What follows belongs to an exercise in optimizing a design on an open flow for a short achievable clock period and few clock cycles; a production flow would make more cautious choices. In this exercise RTL edits were held to simulation tests only and were not proved equivalent to the original. No activity file was given, so power comes from the tool's default toggle rates.

**flow/design.v**
```verilog
`timescale 1ns / 1ps
module io_reg (
    input clk, input rst,
    input wr_en, input logic [7:0] data_in,
    output logic [7:0] io_data
);
    logic wr_en_q;
    logic [7:0] io_data_d;
    logic [7:0] io_data_q;
    always_ff @(posedge clk or posedge rst) begin
        if (rst) begin
            io_data_q <= 8'b0;
            wr_en_q <= 0;
        end else begin
            io_data_q <= io_data_d;  
            wr_en_q <= wr_en;
        end
    end
    always_comb begin
        io_data = io_data_q;  
        if (wr_en_q) begin
            io_data_d = data_in;
        end else begin
            io_data_d = io_data_q;  
        end
    end
endmodule
`timescale 1ns / 1ps
module program_counter (
    input clk, input rst,
    input inc_en, input jmp_en,  
    input call_en, input ret_en,
    input logic [7:0] ld_count,  
    output logic [7:0] count
);
    logic [7:0] count_q; logic [7:0] return_reg_q;
    logic [7:0] count_d; logic [7:0] return_reg_d;
    always_ff @(posedge clk or posedge rst) begin
        if (rst) begin
            count_q <= 8'b0; return_reg_q <= 8'b0;
        end else begin
            count_q <= count_d;
            return_reg_q <= return_reg_d;
        end
    end
    always_comb begin
        count = count_q;
        if (inc_en) begin
            count_d = count_q + 1;
            return_reg_d = return_reg_q;
        end else if (jmp_en) begin
            count_d = ld_count;
            return_reg_d = return_reg_q;
        end else if (call_en) begin
            return_reg_d = count_q + 1;
            count_d = ld_count;
        end else if (ret_en) begin
            count_d = return_reg_q;
            return_reg_d = return_reg_q; 
        end else begin
            count_d = count_q;
            return_reg_d = return_reg_q;
        end
    end
endmodule
`timescale 1ns / 1ps
module register_file (
    input clk, input rst,
    input wr_en, input logic [1:0] wr_addr,
    input logic [1:0] rd_addr, input logic [1:0] rr_addr,
    input logic [7:0] wr_data,
    output logic [7:0] rd_data,
    output logic [7:0] rr_data
);
    logic [7:0] reg_data_q [0:3];
    logic [7:0] reg_data_d [0:3];
    logic wr_en_q; logic [1:0] wr_addr_q;
    logic [1:0] rd_addr_q; logic [1:0] rr_addr_q;
    logic [7:0] wr_data_q;
    logic [1:0] rd_addr_d; logic [1:0] rr_addr_d;
    logic [7:0] wr_data_d; logic [1:0] wr_addr_d;
    always_ff @(posedge clk or posedge rst) begin
        if (rst) begin
            reg_data_q[0] <= 8'b0;
            reg_data_q[1] <= 8'b0;
            reg_data_q[2] <= 8'b0;
            reg_data_q[3] <= 8'b0;
            wr_en_q <= 0;
            wr_addr_q <= 2'b0; wr_data_q <= 8'b0;
            rd_addr_q <= 2'b0; rr_addr_q <= 2'b0;
        end else begin
            wr_en_q <= wr_en;
            reg_data_q[0] <= reg_data_d[0]; reg_data_q[1] <= reg_data_d[1];
            reg_data_q[2] <= reg_data_d[2]; reg_data_q[3] <= reg_data_d[3];
            wr_data_q <= wr_data_d; wr_addr_q <= wr_addr_d;
            rd_addr_q <= rd_addr_d; rr_addr_q <= rr_addr_d;
        end
    end
    always_comb begin
        rd_addr_d = rd_addr; rr_addr_d = rr_addr;
        wr_data_d = wr_data; wr_addr_d = wr_addr;
    end
    always_comb begin
        reg_data_d[0] = (wr_en_q && wr_addr_q == 2'b00) ? wr_data_q : reg_data_q[0];
        reg_data_d[1] = (wr_en_q && wr_addr_q == 2'b01) ? wr_data_q : reg_data_q[1];
        reg_data_d[2] = (wr_en_q && wr_addr_q == 2'b10) ? wr_data_q : reg_data_q[2];
        reg_data_d[3] = (wr_en_q && wr_addr_q == 2'b11) ? wr_data_q : reg_data_q[3];
    end
    always_comb begin
        rd_data = reg_data_q[rd_addr_q];
        rr_data = reg_data_q[rr_addr_q];
    end
endmodule
`timescale 1ns / 1ps
module alu(
    input clk,
    input rst,
    input ci,
    input logic [7:0] data_rd,
    input logic [7:0] data_rr,
    input logic [7:0] opcode,
    output logic [15:0] data_o,
    output logic co,
    output logic zo,
    output logic no 
 );
  logic [7:0] opcode_q;  
  logic [7:0] data_rd_q;  
  logic [7:0] data_rr_q;  
  logic ci_q;  
  logic [15:0] d_data_o;
  logic d_co;
  logic d_zo;
  logic d_no;
  always_ff @(posedge clk or posedge rst) begin
    if (rst) begin
        opcode_q <= 8'b0;
        data_rd_q <= 8'b0;
        data_rr_q <= 8'b0;
        ci_q <= 1'b0;
        data_o <= 16'b0;
        co <= 1'b0;
        zo <= 1'b0;
        no <= 1'b0;
    end else begin
        opcode_q <= opcode;
        data_rd_q <= data_rd;
        data_rr_q <= data_rr;
        ci_q <= ci;
        data_o <= d_data_o;
        co <= d_co;
        zo <= d_zo;
        no <= d_no;
    end
  end
  always_comb begin
    d_zo = zo;
    d_no = no;
    d_co = co;
    casez (opcode_q)
        8'b0000????: 
            begin
                d_data_o[7:0] = data_rd_q & data_rr_q; 
                d_no = d_data_o[7];
                d_zo = ~(d_data_o[7] | d_data_o[6] | d_data_o[5]| d_data_o[4]| d_data_o[3]| d_data_o[2]| d_data_o[1] | d_data_o[0]);  
                d_co = d_co + 0;
                d_data_o[15:8] = 8'b0;  
            end
        8'b0001????: 
            begin
                d_data_o[7:0] = data_rd_q | data_rr_q;
                d_no = d_data_o[7];
                d_zo = ~(d_data_o[7] | d_data_o[6] | d_data_o[5]| d_data_o[4]| d_data_o[3]| d_data_o[2]| d_data_o[1] | d_data_o[0]);  
                d_co = d_co;
                d_data_o[15:8] = 8'b0;  
            end
        8'b0010????:
            begin
                d_data_o[7:0] = data_rd_q ^ data_rr_q;
                d_no = d_data_o[7];
                d_zo = ~(d_data_o[7] | d_data_o[6] | d_data_o[5]| d_data_o[4]| d_data_o[3]| d_data_o[2]| d_data_o[1] | d_data_o[0]);  
                d_co = d_co;
                d_data_o[15:8] = 8'b0;  
            end
        8'b0011????:
            begin
                d_data_o = data_rd_q * data_rr_q;
                d_zo = ~(d_data_o[15] | d_data_o[14] | d_data_o[13]| d_data_o[12]| d_data_o[11]| d_data_o[10]| d_data_o[9] | d_data_o[8] |
                d_data_o[7] | d_data_o[6] | d_data_o[5] | d_data_o[4] | d_data_o[3] | d_data_o[2] | d_data_o[1] | d_data_o[0]);  
                d_co = d_data_o[15];
            end
        8'b0100????:
            begin
                d_data_o[7:0] = data_rd_q + data_rr_q;
                d_no = d_data_o[7];
                d_zo = ~(d_data_o[7] | d_data_o[6] | d_data_o[5]| d_data_o[4]| d_data_o[3]| d_data_o[2]| d_data_o[1] | d_data_o[0]);
                d_co = (data_rd_q[7] & ~d_data_o[7]) | (data_rr_q[7] & ~d_data_o[7]) | (data_rr_q[7] & data_rd_q[7]);
                d_data_o[15:8] = 8'b0;  
            end
        8'b0101????:
            begin
                d_data_o[7:0] = data_rd_q + data_rr_q + ci_q;
                d_no = d_data_o[7];
                d_zo = ~(d_data_o[7] | d_data_o[6] | d_data_o[5]| d_data_o[4]| d_data_o[3]| d_data_o[2]| d_data_o[1] | d_data_o[0]);
                d_co = (data_rd_q[7] & ~d_data_o[7]) | (data_rr_q[7] & ~d_data_o[7]) | (data_rr_q[7] & data_rd_q[7]);
                d_data_o[15:8] = 8'b0;  
            end
        8'b0110????:
            begin
                d_data_o[7:0] = data_rd_q - data_rr_q;
                d_no = d_data_o[7];
                d_zo = ~(d_data_o[7] | d_data_o[6] | d_data_o[5]| d_data_o[4]| d_data_o[3]| d_data_o[2]| d_data_o[1] | d_data_o[0]);
                if (data_rr_q > data_rd_q) begin
                    d_co = 1'b1;  
                end else begin
                    d_co = (~data_rd_q[7] & data_rr_q[7]) | (~data_rd_q[7] & d_data_o[7]) | (data_rr_q[7] & d_data_o[7]);  
                end
                 d_data_o[15:8] = 8'b0;  
            end
        8'b0111????:
            begin
                d_data_o[7:0] = data_rd_q - data_rr_q - ci_q;
                d_no = d_data_o[7];
                d_zo = ~(d_data_o[7] | d_data_o[6] | d_data_o[5]| d_data_o[4]| d_data_o[3]| d_data_o[2]| d_data_o[1] | d_data_o[0]);
                if ((data_rr_q == data_rd_q) & (ci_q == 1'b1)) begin
                    d_co = 1'b1;
                end else if (data_rr_q > data_rd_q) begin
                    d_co = 1'b1;
                end else begin
                    d_co = (~data_rd_q[7] & data_rr_q[7]) | (~data_rd_q[7] & d_data_o[7]) | (data_rr_q[7] & d_data_o[7]);
                end
                d_data_o[15:8] = 8'b0;  
            end
        8'b1000??00:
            begin
                d_co = data_rd_q[7];
                d_data_o[7:0] = data_rd_q << 1;
                d_zo = ~(d_data_o[7] | d_data_o[6] | d_data_o[5]| d_data_o[4]| d_data_o[3]| d_data_o[2]| d_data_o[1] | d_data_o[0]);
                d_no = d_data_o[7];
                d_data_o[15:8] = 8'b0;            
            end
        8'b1000??01:
            begin
                d_co = data_rd_q[0];
                d_data_o[7:0] = {data_rd_q[7], data_rd_q[7:1]};
                d_zo = ~(d_data_o[7] | d_data_o[6] | d_data_o[5]| d_data_o[4]| d_data_o[3]| d_data_o[2]| d_data_o[1] | d_data_o[0]);
                d_no = d_data_o[7];
                d_data_o[15:8] = 8'b0;
            end
        8'b1000??10:
            begin
                d_data_o[7:0] = {data_rd_q[6:0], ci_q};
                d_zo = ~(d_data_o[7] | d_data_o[6] | d_data_o[5]| d_data_o[4]| d_data_o[3]| d_data_o[2]| d_data_o[1] | d_data_o[0]);
                d_no = d_data_o[7];
                d_co = data_rd_q[7];
                d_data_o[15:8] = 8'b0;
            end
        8'b1000??11:
            begin
                d_data_o[7:0] = {ci_q, data_rd_q[7:1]};
                d_zo = ~(d_data_o[7] | d_data_o[6] | d_data_o[5]| d_data_o[4]| d_data_o[3]| d_data_o[2]| d_data_o[1] | d_data_o[0]);
                d_no = d_data_o[7];
                d_co = data_rd_q[0];
                d_data_o[15:8] = 8'b0;
            end
        8'b1001??00:
            begin
                d_data_o[7:0] = ~data_rd_q + 1;
                d_zo = ~(d_data_o[7] | d_data_o[6] | d_data_o[5]| d_data_o[4]| d_data_o[3]| d_data_o[2]| d_data_o[1] | d_data_o[0]);
                d_no = d_data_o[7];
                d_data_o[15:8] = 8'b0;
                d_co = ~d_data_o[7] & ~data_rd_q[7];
            end
        default: 
            begin 
                d_data_o = data_o;
                d_zo = zo;
                d_no = no;
                d_co = co;
            end
    endcase
  end
endmodule
`timescale 1ns / 1ps
module control_logic(
    input clk, input rst,
    input zo_flag, input co_flag,
    input no_flag, input logic [7:0] instruction,
    output logic [1:0] select,  
    output logic wr_en_regFile, output logic wr_en_dmem, output logic wr_en_io,
    output logic inc_en, output logic jmp_en, output logic call_en, output logic ret_en,  
    output logic use_strd_addr,  
    output logic [1:0] wr_addr,  
    output logic [7:0] opcode,  
    output logic halted  
);
    logic no_q; logic no_d;
    logic co_q; logic co_d;
    logic zo_q; logic zo_d;
    logic alu_op_q; logic alu_op_d;  
    logic [1:0] c_flow_reg_q; logic [1:0] c_flow_reg_d;  
    logic wr_en_rf_q; logic wr_en_rf_d; 
    logic wr_en_dmem_q; logic wr_en_dmem_d;
    logic wr_en_io_q; logic wr_en_io_d;
    logic inc_en_q; logic inc_en_d;
    logic jmp_en_q; logic jmp_en_d;
    logic call_en_q; logic call_en_d;
    logic ret_en_q; logic ret_en_d;
    logic [1:0] wr_addr_d; logic [1:0] wr_addr_q;
    logic use_strd_addr_d; logic use_strd_addr_q;
    logic [7:0] opcode_reg_q; logic [7:0] opcode_reg_d;
    logic [2:0] state_reg_q; logic [2:0] state_reg_d;
    logic [1:0] select_q; logic [1:0] select_d;
    logic [1:0] down_count_q; logic [1:0] down_count_d;
    enum {clear, reset, decode, wait_state, setup1, setup2, write_back, write, writeIO, control_flow}curr_state, next_state;
    always_ff @(posedge clk or posedge rst) begin
        if (rst) begin
            no_q <= 0; zo_q <= 0; co_q <= 0; alu_op_q <=0;
            select_q <= 2'b0;
            c_flow_reg_q <= 0;
            state_reg_q <= 3'b0; down_count_q <=2'b0;
            opcode_reg_q <= 8'b0; wr_addr_q <= 0;
            use_strd_addr_q <= 0;
            wr_en_rf_q <= 0; wr_en_io_q <= 0;
            wr_en_dmem_q <= 0;
            inc_en_q <= 0; jmp_en_q <= 0;
            call_en_q <= 0; ret_en_q <= 0;
            curr_state <= reset;  
        end else begin
            no_q <= no_d; zo_q <= zo_d; co_q <= co_d; alu_op_q <= alu_op_d;
            select_q <= select_d;
            c_flow_reg_q <= c_flow_reg_d;
            state_reg_q <= state_reg_d; down_count_q <= down_count_d;
            opcode_reg_q <= opcode_reg_d; wr_addr_q <= wr_addr_d;
            use_strd_addr_q <= use_strd_addr_d;
            curr_state <= next_state; 
            wr_en_rf_q <= wr_en_rf_d; wr_en_io_q <= wr_en_io_d;
            wr_en_dmem_q <= wr_en_dmem_d;
            inc_en_q <= inc_en_d; jmp_en_q <= jmp_en_d;
            call_en_q <= call_en_d; ret_en_q <= ret_en_d;
        end
    end
    always_comb begin
        opcode = opcode_reg_q;
        wr_addr = wr_addr_q;
        use_strd_addr = use_strd_addr_q;
        select = select_q;
        opcode_reg_d = instruction;
        wr_en_regFile = wr_en_rf_q;
        wr_en_io = wr_en_io_q; wr_en_dmem = wr_en_dmem_q;
        inc_en = inc_en_q; jmp_en = jmp_en_q;
        call_en = call_en_q; ret_en = ret_en_q;
        halted = (curr_state == decode) && (opcode_reg_q == 8'hFF);
    end
    always_comb begin
        alu_op_d = alu_op_q;
        if (alu_op_q) begin
            no_d = no_flag; co_d = co_flag; zo_d = zo_flag;
        end else begin
            no_d = no_q; co_d = co_q; zo_d = zo_q; 
        end
        use_strd_addr_d = use_strd_addr_q; 
        wr_addr_d = wr_addr_q;
        down_count_d = down_count_q;
        state_reg_d = state_reg_q;
        c_flow_reg_d = c_flow_reg_q;
        select_d = select_q;
        wr_en_rf_d = wr_en_rf_q;
        wr_en_dmem_d = wr_en_dmem_q; wr_en_io_d = wr_en_io_q;
        inc_en_d = inc_en_q; jmp_en_d = jmp_en_q; call_en_d = call_en_q;
        ret_en_d = ret_en_q;
        next_state = curr_state;  
        case (curr_state)
            reset: 
                begin
                    next_state = wait_state;
                    state_reg_d = 3'b000;
                end
            clear:
                begin
                    wr_en_rf_d = 0; wr_en_dmem_d = 0;
                    wr_en_io_d = 0;  
                    c_flow_reg_d = 2'b0; alu_op_d = 0;
                    next_state = decode;
                end
            decode: 
                begin
                    casez (opcode_reg_q)
                        8'b1001??11: begin  
                            inc_en_d = 1;  
                            next_state = setup2;
                            select_d = 2'b10;  
                            wr_addr_d = opcode_reg_q[3:2];
                        end
                        8'b1010????: begin  
                            inc_en_d = 1;
                            wr_en_dmem_d = 1;  
                            next_state = write;
                        end
                        8'b1011????: begin  
                            inc_en_d = 1;  
                            next_state = setup2;
                            select_d = 2'b01;  
                        end
                        8'b11000000: begin  
                             inc_en_d = 1;
                             c_flow_reg_d = 2'b11; 
                             down_count_d = 2'b11;
                             state_reg_d = 3'b111; 
                             next_state = wait_state;
                        end
                        8'b11001???: begin  
                            if (zo_q & opcode_reg_q[1]) begin  
                                inc_en_d = 1;
                                c_flow_reg_d = 2'b11; 
                                down_count_d = 2'b11;
                                state_reg_d = 3'b111; 
                                next_state = wait_state;
                            end else if (co_q & opcode_reg_q[2]) begin  
                                inc_en_d = 1;
                                c_flow_reg_d = 2'b11; 
                                down_count_d = 2'b11;
                                state_reg_d = 3'b111; 
                                next_state = wait_state;
                            end else if (no_q & opcode_reg_q[0]) begin  
                                inc_en_d = 1;
                                c_flow_reg_d = 2'b11; 
                                down_count_d = 2'b11;
                                state_reg_d = 3'b111; 
                                next_state = wait_state;
                            end else begin
                                inc_en_d = 1;  
                                c_flow_reg_d = 2'b00; 
                                down_count_d = 2'b11;  
                                state_reg_d = 3'b111; 
                                next_state = wait_state;
                            end
                        end
                        8'b11010000: begin  
                             inc_en_d = 1;
                             c_flow_reg_d = 2'b01; 
                             down_count_d = 2'b11;
                             state_reg_d = 3'b111; 
                             next_state = wait_state;
                        end
                        8'b11011000: begin  
                            c_flow_reg_d = 2'b10;  
                            ret_en_d = 1; 
                            next_state = control_flow;
                        end
                        8'b111000??: begin  
                            inc_en_d = 1;
                            next_state = setup2;
                        end
                        8'b11110000: begin  
                            inc_en_d = 1;  
                            down_count_d = 2'b11;  
                            state_reg_d = 3'b000;  
                            next_state = wait_state;
                        end
                        8'b11111111: begin  
                            inc_en_d = 0;
                            next_state = curr_state;  
                        end
                        default: begin
                            inc_en_d = 1;  
                            next_state = setup1;  
                        end
                    endcase
                end
            wait_state: 
                begin
                    inc_en_d = 0;
                    if (down_count_q != 2'b0) begin
                        down_count_d = down_count_q - 1;
                        next_state = wait_state;
                    end else begin
                        case (state_reg_q)
                            3'b000: begin  
                                next_state = clear;  
                            end
                            3'b001: begin  
                                next_state = wait_state;
                            end
                            3'b010: begin
                                next_state = setup1;  
                            end
                            3'b011: begin  
                                next_state = setup2;
                            end
                            3'b100: begin
                                next_state = write_back;
                                wr_en_rf_d = 1;  
                            end
                            3'b101: begin
                                next_state = write;
                            end
                            3'b110: begin
                                wr_en_io_d = 1;  
                                next_state = writeIO;
                            end
                            3'b111: begin
                                case (c_flow_reg_q)
                                    2'b11: begin
                                        jmp_en_d = 1;
                                    end
                                    2'b01: begin
                                        call_en_d = 1;
                                    end
                                    2'b00: begin
                                        inc_en_d = 1;
                                    end
                                endcase
                                next_state = control_flow;
                            end
                            default: begin
                                next_state = clear;
                            end
                        endcase
                    end
                end
            setup1: 
                begin
                    inc_en_d = 0;
                    select_d = 2'b00;  
                    alu_op_d = 1'b1;
                    state_reg_d = 3'b100;  
                    next_state = wait_state;
                end
            setup2: 
                begin
                    inc_en_d = 0;
                    if (opcode_reg_q[7:2] == 6'b111000) begin  
                        next_state = wait_state;
                        state_reg_d = 3'b110;  
                    end else begin
                        case (select_q)
                            2'b01: begin  
                                next_state = wait_state;
                                state_reg_d = 3'b100;  
                            end
                            2'b10: begin  
                                state_reg_d = 3'b100;  
                                next_state = wait_state;
                                down_count_d = 2'b10;
                                use_strd_addr_d = 1; 
                            end
                            default: begin
                                down_count_d = 2'b11;
                                state_reg_d = 3'b000;  
                                next_state = wait_state;
                            end
                        endcase
                    end
                end
            write_back: 
                begin
                    wr_en_rf_d = 0;  
                    use_strd_addr_d = 0; 
                    state_reg_d = 3'b000;  
                    next_state = wait_state;
                    if (select_q == 2'b10) begin
                        inc_en_d = 1;
                        down_count_d = 2'b11;
                    end else begin
                    end
                end
            write: 
                begin
                    inc_en_d = 0;
                    wr_en_dmem_d = 0;
                    next_state = wait_state;
                    state_reg_d = 3'b000; 
                    down_count_d = 2'b01;
                end
            writeIO: 
                begin
                    wr_en_io_d = 0;
                    next_state = wait_state;
                    state_reg_d = 3'b000;
                end
            control_flow: 
                begin
                    next_state = wait_state;
                    down_count_d = 2'b10;  
                    state_reg_d = 3'b000;  
                    jmp_en_d = 0; call_en_d = 0; ret_en_d = 0; inc_en_d = 0;
                end
        endcase
    end
endmodule
`timescale 1ns / 1ps
module cpu_wrapper(
    clk, rst, carry_in,
    imem_addr, imem_data,
    dmem_addr, dmem_we, dmem_wdata, dmem_rdata,
    io_out, halted
    );
    input clk; input rst;
    input carry_in;  
    output wire [7:0] imem_addr;   
    input wire [7:0] imem_data;    
    output wire [7:0] dmem_addr;   
    output wire dmem_we;           
    output wire [7:0] dmem_wdata;  
    input wire [7:0] dmem_rdata;   
    output wire [7:0] io_out;      
    output wire halted;            
    wire [7:0] opcode;  
    wire inc_en; wire jmp_en; wire call_en; wire ret_en;
    wire [7:0] count;
    program_counter inst_pc(
        .clk(clk), .rst(rst), .inc_en(inc_en), .jmp_en(jmp_en),
        .call_en(call_en), .ret_en(ret_en), .ld_count(opcode),
        .count(count)
    );
    reg [7:0] instruction;
    assign imem_addr = count;
    always @(posedge clk or posedge rst) begin
        if (rst) instruction <= 8'b0;
        else instruction <= imem_data;
    end
    wire wr_en_rf; reg [1:0] wr_addr_rf;
    reg [7:0] wr_data; wire [7:0] rd_data; wire [7:0] rr_data;  
    register_file inst_regFile(
        .clk(clk), .rst(rst), .wr_en(wr_en_rf), .wr_data(wr_data),
        .rd_addr(opcode[3:2]), .rr_addr(opcode[1:0]), .wr_addr(wr_addr_rf),  
        .rd_data(rd_data), .rr_data(rr_data)
    );
    wire [15:0] alu_result;
    wire co; wire no; wire zo;
    alu inst_alu(
        .clk(clk), .rst(rst), .opcode(opcode),
        .data_rd(rd_data), .data_rr(rr_data), .ci(carry_in),
        .data_o(alu_result), .co(co), .no(no), .zo(zo)
    );
    wire wr_en_dmem; reg [7:0] dmem_data;
    assign dmem_we = wr_en_dmem;
    assign dmem_wdata = rd_data;
    assign dmem_addr = rr_data;
    always @(posedge clk or posedge rst) begin
        if (rst) dmem_data <= 8'b0;
        else dmem_data <= dmem_rdata;
    end
    wire wr_en_io; wire [7:0] io_data;
    io_reg inst_io_reg(
        .clk(clk), .rst(rst), .wr_en(wr_en_io), .data_in(dmem_data),
        .io_data(io_data)
    );
    assign io_out = io_data;
    wire [1:0] select; wire use_strd_addr; wire [1:0] wr_addr;
    control_logic inst_control(
        .clk(clk), .rst(rst), .zo_flag(zo), .no_flag(no),
        .co_flag(co), .instruction(instruction),
        .select(select), .wr_en_regFile(wr_en_rf), .wr_en_dmem(wr_en_dmem),
        .wr_en_io(wr_en_io), .jmp_en(jmp_en), .call_en(call_en), .inc_en(inc_en),
        .ret_en(ret_en), .use_strd_addr(use_strd_addr), .wr_addr(wr_addr),
        .opcode(opcode), .halted(halted)
    );
    always @(*) begin
        case (select)
            2'b00: begin  
                wr_data = alu_result[7:0];
            end
            2'b01: begin  
                wr_data = dmem_data;
            end
            2'b10: begin  
                wr_data = opcode;
            end
            default: begin  
                wr_data = opcode;
            end
        endcase
        if (use_strd_addr) begin
            wr_addr_rf = wr_addr;
        end else begin
            wr_addr_rf = opcode[3:2];
        end
    end
endmodule
```
**flow/run.sh**
```bash
#!/bin/bash
# synth_recipe.tcl (not shown) runs the flow's synth.tcl, then flattens the netlist and writes it again
# the make line also repeats each setting of config.mk as NAME=value (left out here)
make -C /OpenROAD-flow-scripts/flow DESIGN_CONFIG=/design/flow/config.mk WORK_HOME=/design/flow/orfs CLKGATE_MAP_FILE= SYNTH_SCRIPT=/design/flow/synth_recipe.tcl finish
```
**flow/constraint.sdc**
```tcl
create_clock -name core_clock -period 6.5 [get_ports {clk}]
set_input_delay 1.3000 -clock core_clock [delete_from_list [all_inputs] [get_ports {clk}]]
set_output_delay 1.3000 -clock core_clock [all_outputs]
set_load 0.01 [all_outputs]
```
**flow/config.mk**
```make
export PLATFORM = sky130hd
export DESIGN_NAME = cpu_wrapper
export DESIGN_NICKNAME = cpu_wrapper
export VERILOG_FILES = /design/flow/design.v
export SDC_FILE = /design/flow/constraint.sdc
export NUM_CORES = 4
export LEC_CHECK = 0
export CAP_MARGIN = 20
export CORE_MARGIN = 2
export CORE_UTILIZATION = 40
export SLEW_MARGIN = 20
```
==> results.txt <==
per-layer routing:
layer | share of wire, % | global-route usage [%] | wire length [µm]
met1 | 45 | 28.78 | 13210
met2 | 46 | 34.23 | 13480
met3 | 5.7 | 4.231 | 1702
met4 | 4.1 | 9.783 | 1219
met5 | 0 | 0 | 0
cells in the mapped netlist (25+ instances only):
library cell / instances / share of area [%]
ha_1: 72 / 8.4
dfrtp_1: 154 / 36
o21ai_0: 55 / 2.6
nor2_1: 124 / 4.3
clkbuf_1: 30 / 1.0
nand2_1: 100 / 3.5
inv_1: 87 / 3.0
a21oi_1: 66 / 3.1
xnor2_1: 25 / 2.0
mux2_2: 50 / 5.2
fa_1: 39 / 7.2
worst paths after layout:
check                                                       endpoint                             from  cells after the start
setup / recovery                             inst_alu.zo$_DFFE_PP0P_  inst_alu.data_rd_q[3]$_DFF_PP0_                     17
hold / removal                inst_control.opcode_reg_q[0]$_DFF_PP0_         instruction[0]$_DFF_PP0_                      0
setup reg to reg                             inst_alu.zo$_DFFE_PP0P_  inst_alu.data_rd_q[3]$_DFF_PP0_                     17
hold reg to reg               inst_control.opcode_reg_q[0]$_DFF_PP0_         instruction[0]$_DFF_PP0_                      0
max in group asynchronous       inst_control.select_q[1]$_DFFE_PP0P_                              rst                      3
min in group asynchronous  inst_regFile.reg_data_q[3][0]$_DFFE_PP0P_                              rst                      2
worst max-delay path, delay by kind of cell (launching register included):
| family | cells | cell delay (ns) |
|---|---|---|
| adders and majority gates | 5 | 2.23 |
| AOI/OAI and AO/OA | 5 | 1.39 |
| and+or+nand+nor | 3 | 0.83 |
| DFF | 1 | 0.54 |
| buffers and inverters | 3 | 0.49 |
| xor gates and xnor gates | 1 | 0.15 |
final cells by class:
class,instances,share of cell area [%]
well taps,341,3.504
clock buffers,19,3.637
repair buffers,57,4.582
clock inverters,12,1.151
multi-input cells,828,52.37
inverters,92,2.897
flip-flops and latches,155,31.86
per-stage QoR:
step | power (mW) | worst slack, ns | cells
2_1_floorplan | 4.905 | 1.024 | 1119
3_3_place_gp | 6.275 | 0.9768 | 1473
3_5_place_dp | 6.314 | 0.7216 | 1473
4_1_cts | 7.342 | 0.7128 | 1504
5_1_grt | 8.012 | 0.3068 | 1504
6_report | 7.368 | 0.7983 | 1504
power breakdown:
| part | internal (mW) | switching, mW | total, mW |
|---|---|---|---|
| Combinational | 1.87 | 2.80 | 4.67 |
| Clock | 0.578 | 0.407 | 0.986 |
| Sequential | 1.30 | 0.420 | 1.72 |
| Total | 3.74 | 3.63 | 7.37 |
flip-flops by register name (all words and copies together) (netlist names), 2 cells and up:
signal	count
inst_pc.return_reg_q	8
inst_control.select_q	2
inst_alu.data_o	8
inst_regFile.wr_addr_q	2
inst_control.c_flow_reg_q	2
inst_pc.count_q	8
inst_regFile.reg_data_q	32
inst_regFile.wr_data_q	8
inst_io_reg.io_data_q	8
inst_control.wr_addr_q	2
inst_alu.data_rr_q	8
dmem_data	8
inst_alu.opcode_q	8
instruction	8
inst_control.curr_state	4
inst_control.state_reg_q	3
inst_control.opcode_reg_q	8
inst_alu.data_rd_q	8
inst_control.down_count_q	2
logic make-up after synthesis:
kind of cell,count (synthesis),share of synthesized area [%]
xor gates and xnor gates,40,3.318
muxes,81,9.952
AOI/OAI and AO/OA,245,14.81
buffers and inverters,136,4.953
DFF,155,35.97
and+or+nand+nor,351,15.40
adders and majority gates,111,15.59
==> flow_summary.toml <==
[finish]
area_delta_synth_final_pct = 12.90
most-common-layout-cells = "dfrtp_1, nor2_1, nand2_1, inv_1, ha_1"
antenna_cells = 0
final_util_pct = 45.57
fillCellCount = 2593
layout_commonest_cell = "dfrtp_1"
fin_nets = 1281
drive_gt1_share_pct = 10.32
fin_area_um2 = 12180
regArea_um2 = 3880
multi_input_area_um2 = 6377

[floorplan]
initial_core_util_pct = 40.36
io-pin-count = 53
fp.dieH_um = 168.2
core_um2 = 26730
die_area_um2 = 28300
fp.dieW_um = 168.2
row_count = 60

[synth]
synth_edf_count = 0
netlist_area_um2 = 10790
synth_seq_area_share_pct = 35.97
syn_area_per_cell_um2 = 9.639
syn-num-nets = 1249
synthDistinctLibCells = 80
synthArstFlopShare_pct = 100.0
synthFlopType = "dfrtp_1"
synthCells = 1119
ys_ff_latch = 155
yosysWarnings = 8

[timing]
fin_tns_setup_ns = 0
worst_slew_pin_slew_ns = 1.037
clock_skew_ns = 0.01414
worst_hold_slack_ns = 0.3485
rsz0062_at_grt = "no"
fin_crit_sh_pct = 87.72
min_period_ns = 5.702
fmax_mhz = 175.4
setup_viol_count_final = 0
hold_viol = 0
slew_viol_final = 0
max_slew_margin_pct = 30.61

[placement]
dpl.hpwl_um = 22340
io_buffers = 52
place_area_um2 = 11590
place.gp.congestion = 0.9865

[clock_network]
cts_resized = 0
clock_insertion_delay_worst_skew_ns = 0.43
cts_htree_levels = 4
cts_root_buffer = "clkbuf_16"
tritoncts = "built"
clkTransAtPathRegs_ns = 0.06
cts_setup_buffers = 0
cts_hold_buf = 0
numClockSinks = 155
clockBufferDepth = 2
cts_made_buffers = 17

[detailed_routing]
first_pass_iters = 7
drtAntennaViolNets = 0
via_per_inst = 5.748
drt_iter0_markers = 740
wl_per_cell_um = 19.69
drt-total-wl_um = 29610
drcViolationCount = 0
vias = 8645

[global_route]
grt_max_degree = 114
grt.total_usage_pct = 21.60
overflow = 0
antenna_found_initial = 0
grt_first_pass_wirelength_um = 47840
first_global_vias = 8705

[worst_hold_path]
hp-class = "reg2reg"

[critical_path]
path_class = "reg2reg"
cp_max_fo = 10
cp_slowest_cell = "a2111oi_0"
cpMostUsedCell = "fa_1"
crit_arrival_ns = 6.06
critPathLaunchType = "flop"
cp_slowest_stage_delay_ns = 0.55
r2r_slack_ns = 0.80
worstPathRequired_ns = 6.86
worstPathCellList = "clkinv_1 -> nor2_1 -> fa_1 -> inv_1 -> fa_1 -> fa_1 -> fa_1 -> inv_1 -> ha_1 -> a2111oi_0 -> o21ai_0 -> a31o_2 -> a21o_1 -> a21oi_1 -> xnor2_1 -> or4b_1 -> nand4b_1"
cp-end-kind = "flop"

[job]
cap_violations = 0

[pwr]
static-leakage-power_nw = 5.356
powerDensity_nw_per_um2 = 605.0
vdd_drop_max_v = 0.0002447

[run_status]
status = "finished clean"
Testbench counts, summed over its fixed seeds: cycles 103,388.

## what the ideal ports hide
How much do the figures lean on ideal ports? The routed layout below was timed once more, with nothing changed but the port constraints.
Step 1 assumes that a clkbuf_16 drives the clock port and a buf_2 every other input.
Step 2 moves the port delays by t, midway between the first and last clock arrival at a register: inputs arrive t later, outputs are due t later. That takes back most of the time a late clock gives input paths.
Slacks: no drivers / after step 1 / after step 2; pairs: no drivers / after step 1.
t (ns): 0.465
setup slack, ns: 0.798 / 0.798 / 0.798
latest minus earliest clock arrival (ns): 0.015 / 0.015
worst slew at a driven data input, ns: 0.05
After both steps setup and hold are still met in this run. For this run, drivers alone change the setup slack by 0.000 ns; drivers and shift together by 0.000 ns.
